Context: an optimization exercise on an open-source flow, tuned for small area, a short achievable clock period and few clock cycles per item. The choices shown serve that exercise and are no tape-out recipe.
In this exercise RTL edits were held to simulation tests only and were not proved equivalent to the original.
No activity file was given, so power comes from the tool's default toggle rates.

// pm32
module pm32 (
    input  logic          clk,
    input  logic          rst,
    input  logic          start,
    input  logic [31:0]   mc,
    input  logic [31:0]   mp,
    output logic [63:0]   p,
    output logic          done,
    input  logic          op  
);
Size in the first run: roughly 24,000 sq um of cells after synthesis.
clock: 5.0 ns
lec_check: 0
cap_margin: 20
core_margin: 2
core_utilization: 40
setup_slack_margin: 0.3
slew_margin: 20
synth_hierarchical: 1
standard.sh (not shown) runs the stock make flow with config.mk's settings and CLKGATE_MAP_FILE= SYNTH_SCRIPT=/design/flow/synth_recipe.tcl, a recipe that flattens the netlist after the stock synthesis.
==> flow/flow/run.sh <==
#!/bin/bash
# The standard layout, with the port buffers chosen here instead of by
# buffer_ports itself (it picks a slow delay buffer on sky130hd): buf_4 on the
# inputs, which feed the multiplier's wide fanout, and buf_1 on the outputs.
set -euo pipefail
export DONT_BUFFER_PORTS=1
export PRE_GLOBAL_PLACE_TCL="$PWD/flow/ports.tcl"
export POST_GLOBAL_PLACE_TCL="$PWD/flow/ports_post.tcl"
bash standard.sh > standard.log 2>&1
==> flow/flow/ports.tcl <==
# Sourced by ORFS's global_place.tcl before placement (DONT_BUFFER_PORTS=1
# skips its own buffer_ports call): every input and output port gets a buffer.
# They are kept from remove_buffers, which runs next, by dont_touch until
# placement is done (ports_post.tcl).
buffer_ports -inputs -buffer_cell sky130_fd_sc_hd__buf_4
buffer_ports -outputs -buffer_cell sky130_fd_sc_hd__buf_1
set port_bufs [concat [get_cells input*] [get_cells output*]]
puts "port buffers: [llength $port_bufs]"
set_dont_touch $port_bufs
==> flow/flow/ports_post.tcl <==
# Sourced by ORFS's global_place.tcl after placement: the port buffers may be
# resized again from here on.
set port_bufs [concat [get_cells input*] [get_cells output*]]
puts "port buffers after placement: [llength $port_bufs]"
unset_dont_touch $port_bufs
Testbench counts at the start, summed over its fixed seeds: cycles 1,600, items 1,600.
==> next run, changes <==
- PLACE_DENSITY: default -> 0.8
- SETUP_SLACK_MARGIN: 0.3 -> default
The changed run produced a clean layout.
Worst setup slack is worse by 190 ps.
First-iteration DRC count drops by about 5%.
Routed wire length went down by about 10%.

---

Starting RTL as in the previous note.
clock: 5.0 ns
lec_check: 0
cap_margin: 20
core_margin: 2
core_utilization: 40
place_density: 0.8
setup_slack_margin: 0.6
slew_margin: 20
synth_hierarchical: 1
Scripts as last shown in full above: flow/flow/run.sh, flow/flow/ports.tcl, flow/flow/ports_post.tcl
The baseline completed with no timing, DRC or antenna violations.
Testbench counts at the start, summed over its fixed seeds: cycles 1,600, items 1,600.
Change:
--- a/flow/config.mk
+++ b/flow/config.mk
@@ -10,4 +10,2 @@
 export CORE_UTILIZATION = 40
-export PLACE_DENSITY = 0.8
-export SETUP_SLACK_MARGIN = 0.6
 export SLEW_MARGIN = 20
Result: The new run produced a clean layout. Maximum frequency decreases by 4.7%. Global-route usage increases by 1.6 points. Setup slack got worse by 0.23 ns. Design area decreases by 6.1%. Final cell count increases by 1.6%. Hold slack got worse by 0.023 ns.

---

== v33 ==
Another version of the RTL of pm32 (not shown whole).
For scale: roughly 2500 cells after synthesis, roughly 140 flip-flops, ~130 I/O pins.
export LEC_CHECK = 0
export CAP_MARGIN = 20
export CORE_MARGIN = 2
export CORE_UTILIZATION = 70
export PLACE_DENSITY = 0.8
export SETUP_SLACK_MARGIN = 0.6
export SLEW_MARGIN = 20
export SYNTH_HIERARCHICAL = 1
create_clock -name core_clock -period 5.0 [get_ports {clk}]
==> flow/flow/run.sh <==
#!/bin/bash
# The standard layout, with the port buffers chosen here instead of by
# buffer_ports itself (it picks a slow delay buffer on sky130hd): buf_4 on the
# inputs, which feed the multiplier's wide fanout, and on the outputs.
set -euo pipefail
export DONT_BUFFER_PORTS=1
export PRE_GLOBAL_PLACE_TCL="$PWD/flow/ports.tcl"
export POST_GLOBAL_PLACE_TCL="$PWD/flow/ports_post.tcl"
bash standard.sh > standard.log 2>&1
==> flow/flow/ports.tcl <==
# Sourced by ORFS's global_place.tcl before placement (DONT_BUFFER_PORTS=1
# skips its own buffer_ports call): every input and output port gets a buffer.
# They are kept from remove_buffers, which runs next, by dont_touch until
# placement is done (ports_post.tcl).
buffer_ports -inputs -buffer_cell sky130_fd_sc_hd__buf_4
buffer_ports -outputs -buffer_cell sky130_fd_sc_hd__buf_4
set port_bufs [concat [get_cells input*] [get_cells output*]]
puts "port buffers: [llength $port_bufs]"
set_dont_touch $port_bufs
Scripts as last shown in full above: flow/flow/ports_post.tcl
Testbench counts of v33, summed over its fixed seeds: cycles 1,600, items 1,600.
Input changes introduced in v10 (baseline for comparison: v33):
# v33
export LEC_CHECK = 0
export CAP_MARGIN = 20
export CORE_MARGIN = 2
export CORE_UTILIZATION = 70
export PLACE_DENSITY = 0.8
export SETUP_SLACK_MARGIN = 0.6
export SLEW_MARGIN = 20
export SYNTH_HIERARCHICAL = 1
create_clock -name core_clock -period 5.0 [get_ports {clk}]
# v10
export LEC_CHECK = 0
export CAP_MARGIN = 20
export CORE_MARGIN = 2
export CORE_UTILIZATION = 40
export PLACE_DENSITY = 0.8
export SETUP_SLACK_MARGIN = 0.6
export SLEW_MARGIN = 20
export SYNTH_HIERARCHICAL = 1
create_clock -name core_clock -period 5.0 [get_ports {clk}]
==> notes.md <==
Where wire length of the first global-routing pass is concerned, v33 is outperformed by v10. Sort v33 and v10 by via count, descending, and v33 comes first. Number of fill cells was higher in the run labelled v10. Worst max-slew margin expressed relative to the limit delta for v10 relative to v33: 17 points higher.

---

the reference run:
pm32 again, from the RTL that the note above started with.
## pm32
module pm32 (
    input  logic          clk,
    input  logic          rst,
    input  logic          start,
    input  logic [31:0]   mc,
    input  logic [31:0]   mp,
    output logic [63:0]   p,
    output logic          done,
    input  logic          op  
);
    always_ff @(posedge clk or posedge rst) begin
        if (rst)
            done <= 1'b0;
        else if (start)
            done <= 1'b1;
    end
    logic [15:0] ng, nx;
    logic [1:0]  onen [16];
    logic [1:0]  twon [16];
    logic [32:0] mpx;
    assign mpx = {mp, 1'b0};
    genvar j, i;
    generate
        for (j = 0; j < 16; j++) begin : gen_enc
            assign nx[j]  = mpx[2*j+2];
            ENG  e0 (.c(mpx[2*j+2]), .a(mpx[2*j+1]), .b(mpx[2*j]), .y(ng[j]));
            EONE e1 (.a(mpx[2*j+1]), .b(mpx[2*j]), .y(onen[j][0]));
            EONE e3 (.a(mpx[2*j+1]), .b(mpx[2*j]), .y(onen[j][1]));
            ETWO e2 (.c(mpx[2*j+2]), .a(mpx[2*j+1]), .b(mpx[2*j]), .y(twon[j][0]));
            ETWO e4 (.c(mpx[2*j+2]), .a(mpx[2*j+1]), .b(mpx[2*j]), .y(twon[j][1]));
        end
    endgenerate
    logic [32:0] m;
    assign m = {mc[31], mc};
    logic [33:0] z0;
    logic [31:0] pp0;
    logic        ppn0;
    assign z0[0] = ~nx[0];
    logic [33:0] z1;
    logic [31:0] pp1;
    logic        ppn1;
    assign z1[0] = ~nx[1];
    logic [33:0] z2;
    logic [31:0] pp2;
    logic        ppn2;
    assign z2[0] = ~nx[2];
    logic [33:0] z3;
    logic [31:0] pp3;
    logic        ppn3;
    assign z3[0] = ~nx[3];
    logic [33:0] z4;
    logic [31:0] pp4;
    logic        ppn4;
    assign z4[0] = ~nx[4];
    logic [33:0] z5;
    logic [31:0] pp5;
    logic        ppn5;
    assign z5[0] = ~nx[5];
    logic [33:0] z6;
    logic [31:0] pp6;
    logic        ppn6;
    assign z6[0] = ~nx[6];
    logic [33:0] z7;
  ...
Settings: LEC_CHECK=0, CAP_MARGIN=20, CORE_MARGIN=2, CORE_UTILIZATION=40, CTS_BUF_LIST=sky130_fd_sc_hd__clkbuf_4 sky130_fd_sc_hd__clkbuf_8, PLACE_DENSITY=0.8, SETUP_SLACK_MARGIN=0.6, SLEW_MARGIN=20, SYNTH_HIERARCHICAL=1; clock period 5.0 ns.
Scripts as last shown in full above: flow/flow/run.sh, flow/flow/ports.tcl, flow/flow/ports_post.tcl
Testbench counts of the reference run, summed over its fixed seeds: cycles 1,600, items 1,600.
## Diff of input files: the trial run against the reference run
- CTS_BUF_LIST no longer set, was sky130_fd_sc_hd__clkbuf_4 sky130_fd_sc_hd__clkbuf_8
- CORE_UTILIZATION now 55, was 40
The reference run finished all stages; the layout is clean.
No stage failed in the trial run, and the final checks on the layout all came back clean.
The worst setup path startpoint comes out rs[12] in one run and rc[12] in the other, namely in the trial run and the reference run respectively.
Fmax delta (the trial run -> the reference run): insignificant
Against the reference run, the trial run comes in 0.60 points higher on fraction of cell area in non-clock buffers.
Wire length, the reference run and the trial run, lower one = the reference run.
Diff the reference run -> the trial run | fraction of power spent switching nets | increase of 0.48 points
Between the reference run and the trial run, the delay of the slowest cell on the worst path does not differ in any meaningful way.
Comparing the reference run against the trial run, there is no change at all in max-slew violation count.

---

Another version of the RTL of pm32 (not shown whole).
Size: about 2500 cells after synthesis, roughly 140 flip-flops, ~130 I/O pins.
Settings: LEC_CHECK=0, CAP_MARGIN=20, CORE_MARGIN=2, CORE_UTILIZATION=40, PLACE_DENSITY=0.8, SETUP_SLACK_MARGIN=0.6, SLEW_MARGIN=20, SYNTH_HIERARCHICAL=1; clock period 5.0 ns.
==> flow/flow/run.sh <==
#!/bin/bash
# The standard layout, with the port buffers chosen here instead of by
# buffer_ports itself (it picks a slow delay buffer on sky130hd): buf_4 on the
# inputs, which feed the multiplier's wide fanout, and buf_1 on the outputs.
set -euo pipefail
export DONT_BUFFER_PORTS=1
export PRE_GLOBAL_PLACE_TCL="$PWD/flow/ports.tcl"
export POST_GLOBAL_PLACE_TCL="$PWD/flow/ports_post.tcl"
bash standard.sh > standard.log 2>&1
==> flow/flow/ports.tcl <==
# Sourced by ORFS's global_place.tcl before placement (DONT_BUFFER_PORTS=1
# skips its own buffer_ports call): every input and output port gets a buffer.
# They are kept from remove_buffers, which runs next, by dont_touch until
# placement is done (ports_post.tcl).
buffer_ports -inputs -buffer_cell sky130_fd_sc_hd__buf_4
buffer_ports -outputs -buffer_cell sky130_fd_sc_hd__buf_1
set port_bufs [concat [get_cells input*] [get_cells output*]]
puts "port buffers: [llength $port_bufs]"
set_dont_touch $port_bufs
Scripts as last shown in full above: flow/flow/ports_post.tcl
The starting point completed without violations.
Testbench counts at the start, summed over its fixed seeds: cycles 1,600, items 1,600.
Change:
Settings changed: SETUP_SLACK_MARGIN 0.6 to 0.45.
Effect: The new run finished with timing, DRC and antenna clean. Clock power is lower by about 3%. Combinational power came out lower by about 6%. Synthesized area does not change. Global-route usage fell by 1.0 points. Die area is unchanged. Sequential cell count does not change. Non-clock buffer count fell by 15. Worst setup slack gets worse by 0.19 ns. Clock skew is unchanged. Power decreases by 5.5%.
Change:
--- a/flow/flow/run.sh
+++ b/flow/flow/run.sh
@@ -2,5 +2,5 @@
 # The standard layout, with the port buffers chosen here instead of by
 # buffer_ports itself (it picks a slow delay buffer on sky130hd): buf_4 on the
-# inputs, which feed the multiplier's wide fanout, and buf_1 on the outputs.
+# inputs, which feed the multiplier's wide fanout, and on the outputs.
 set -euo pipefail
 export DONT_BUFFER_PORTS=1
--- a/flow/flow/ports.tcl
+++ b/flow/flow/ports.tcl
@@ -4,5 +4,5 @@
 # placement is done (ports_post.tcl).
 buffer_ports -inputs -buffer_cell sky130_fd_sc_hd__buf_4
-buffer_ports -outputs -buffer_cell sky130_fd_sc_hd__buf_1
+buffer_ports -outputs -buffer_cell sky130_fd_sc_hd__buf_4
 set port_bufs [concat [get_cells input*] [get_cells output*]]
 puts "port buffers: [llength $port_bufs]"
Settings changed: SETUP_SLACK_MARGIN 0.45 to 0.6.
The changed run produced a clean layout.
Clock skew does not change.
Worst setup slack gains 0.23 ns.
Design area increases by a few percent.
Cell count is about the same.
Change:
--- a/flow/flow/run.sh
+++ b/flow/flow/run.sh
@@ -2,5 +2,5 @@
 # The standard layout, with the port buffers chosen here instead of by
 # buffer_ports itself (it picks a slow delay buffer on sky130hd): buf_4 on the
-# inputs, which feed the multiplier's wide fanout, and on the outputs.
+# inputs, which feed the multiplier's wide fanout, and buf_1 on the outputs.
 set -euo pipefail
 export DONT_BUFFER_PORTS=1
--- a/flow/flow/ports.tcl
+++ b/flow/flow/ports.tcl
@@ -4,5 +4,5 @@
 # placement is done (ports_post.tcl).
 buffer_ports -inputs -buffer_cell sky130_fd_sc_hd__buf_4
-buffer_ports -outputs -buffer_cell sky130_fd_sc_hd__buf_4
+buffer_ports -outputs -buffer_cell sky130_fd_sc_hd__buf_1
 set port_bufs [concat [get_cells input*] [get_cells output*]]
 puts "port buffers: [llength $port_bufs]"
Settings changed: SETUP_SLACK_MARGIN 0.6 to 0.75.
Outcome: Design area is higher by 5.1%; first-iteration DRC count is higher by 13%; synthesized cell count does not change; utilization is higher by 2.5 points; routed wire length is higher by 5.7%.

==> port drivers added, routing unchanged <==
The results above use ideal ports. As a check the final layouts listed here were re-extracted and re-timed, cells and wires unchanged. Step 1 sets driving cells, clkbuf_16 on the clock port and buf_2 on the other inputs (assumed; they add their load-dependent delay and slew). Step 2 moves the port delays by t, midway between the first and last clock arrival at a register: inputs arrive t later, outputs are due t later. That takes back most of the time a late clock gives input paths. Slacks: no drivers / after step 1 / after step 2; pairs: no drivers / after step 1.
run	t, ns	setup WS [ns]	worst data-port slew with drivers (ns)
the first run of note 1	0.563	0.337 / 0.295 / -0.268	0.13
the second run of note 1	0.529	0.144 / 0.161 / -0.368	0.14
the first run of note 2	0.528	0.384 / 0.373 / -0.155	0.15
the second run of note 2	0.548	0.157 / 0.060 / -0.488	0.16
v33	0.518	0.548 / 0.491 / 0.062	0.09
v10	0.500	0.580 / 0.522 / 0.158	0.10
the reference run	0.559	0.585 / 0.529 / 0.129	0.09
the trial run	0.538	0.594 / 0.538 / 0.136	0.09
the first run of note 5	0.518	0.592 / 0.560 / 0.106	0.11
the second run of note 5	0.505	0.404 / 0.437 / -0.068	0.11
the third run of note 5	0.516	0.634 / 0.595 / 0.144	0.11
the fourth run of note 5	0.522	0.648 / 0.610 / 0.112	0.16
With both steps, setup timing fails in 5 of these runs, where it was met with ideal ports. For the second run of note 2, which loses most, drivers alone change the setup slack by -0.097 ns; drivers and shift together by -0.645 ns.
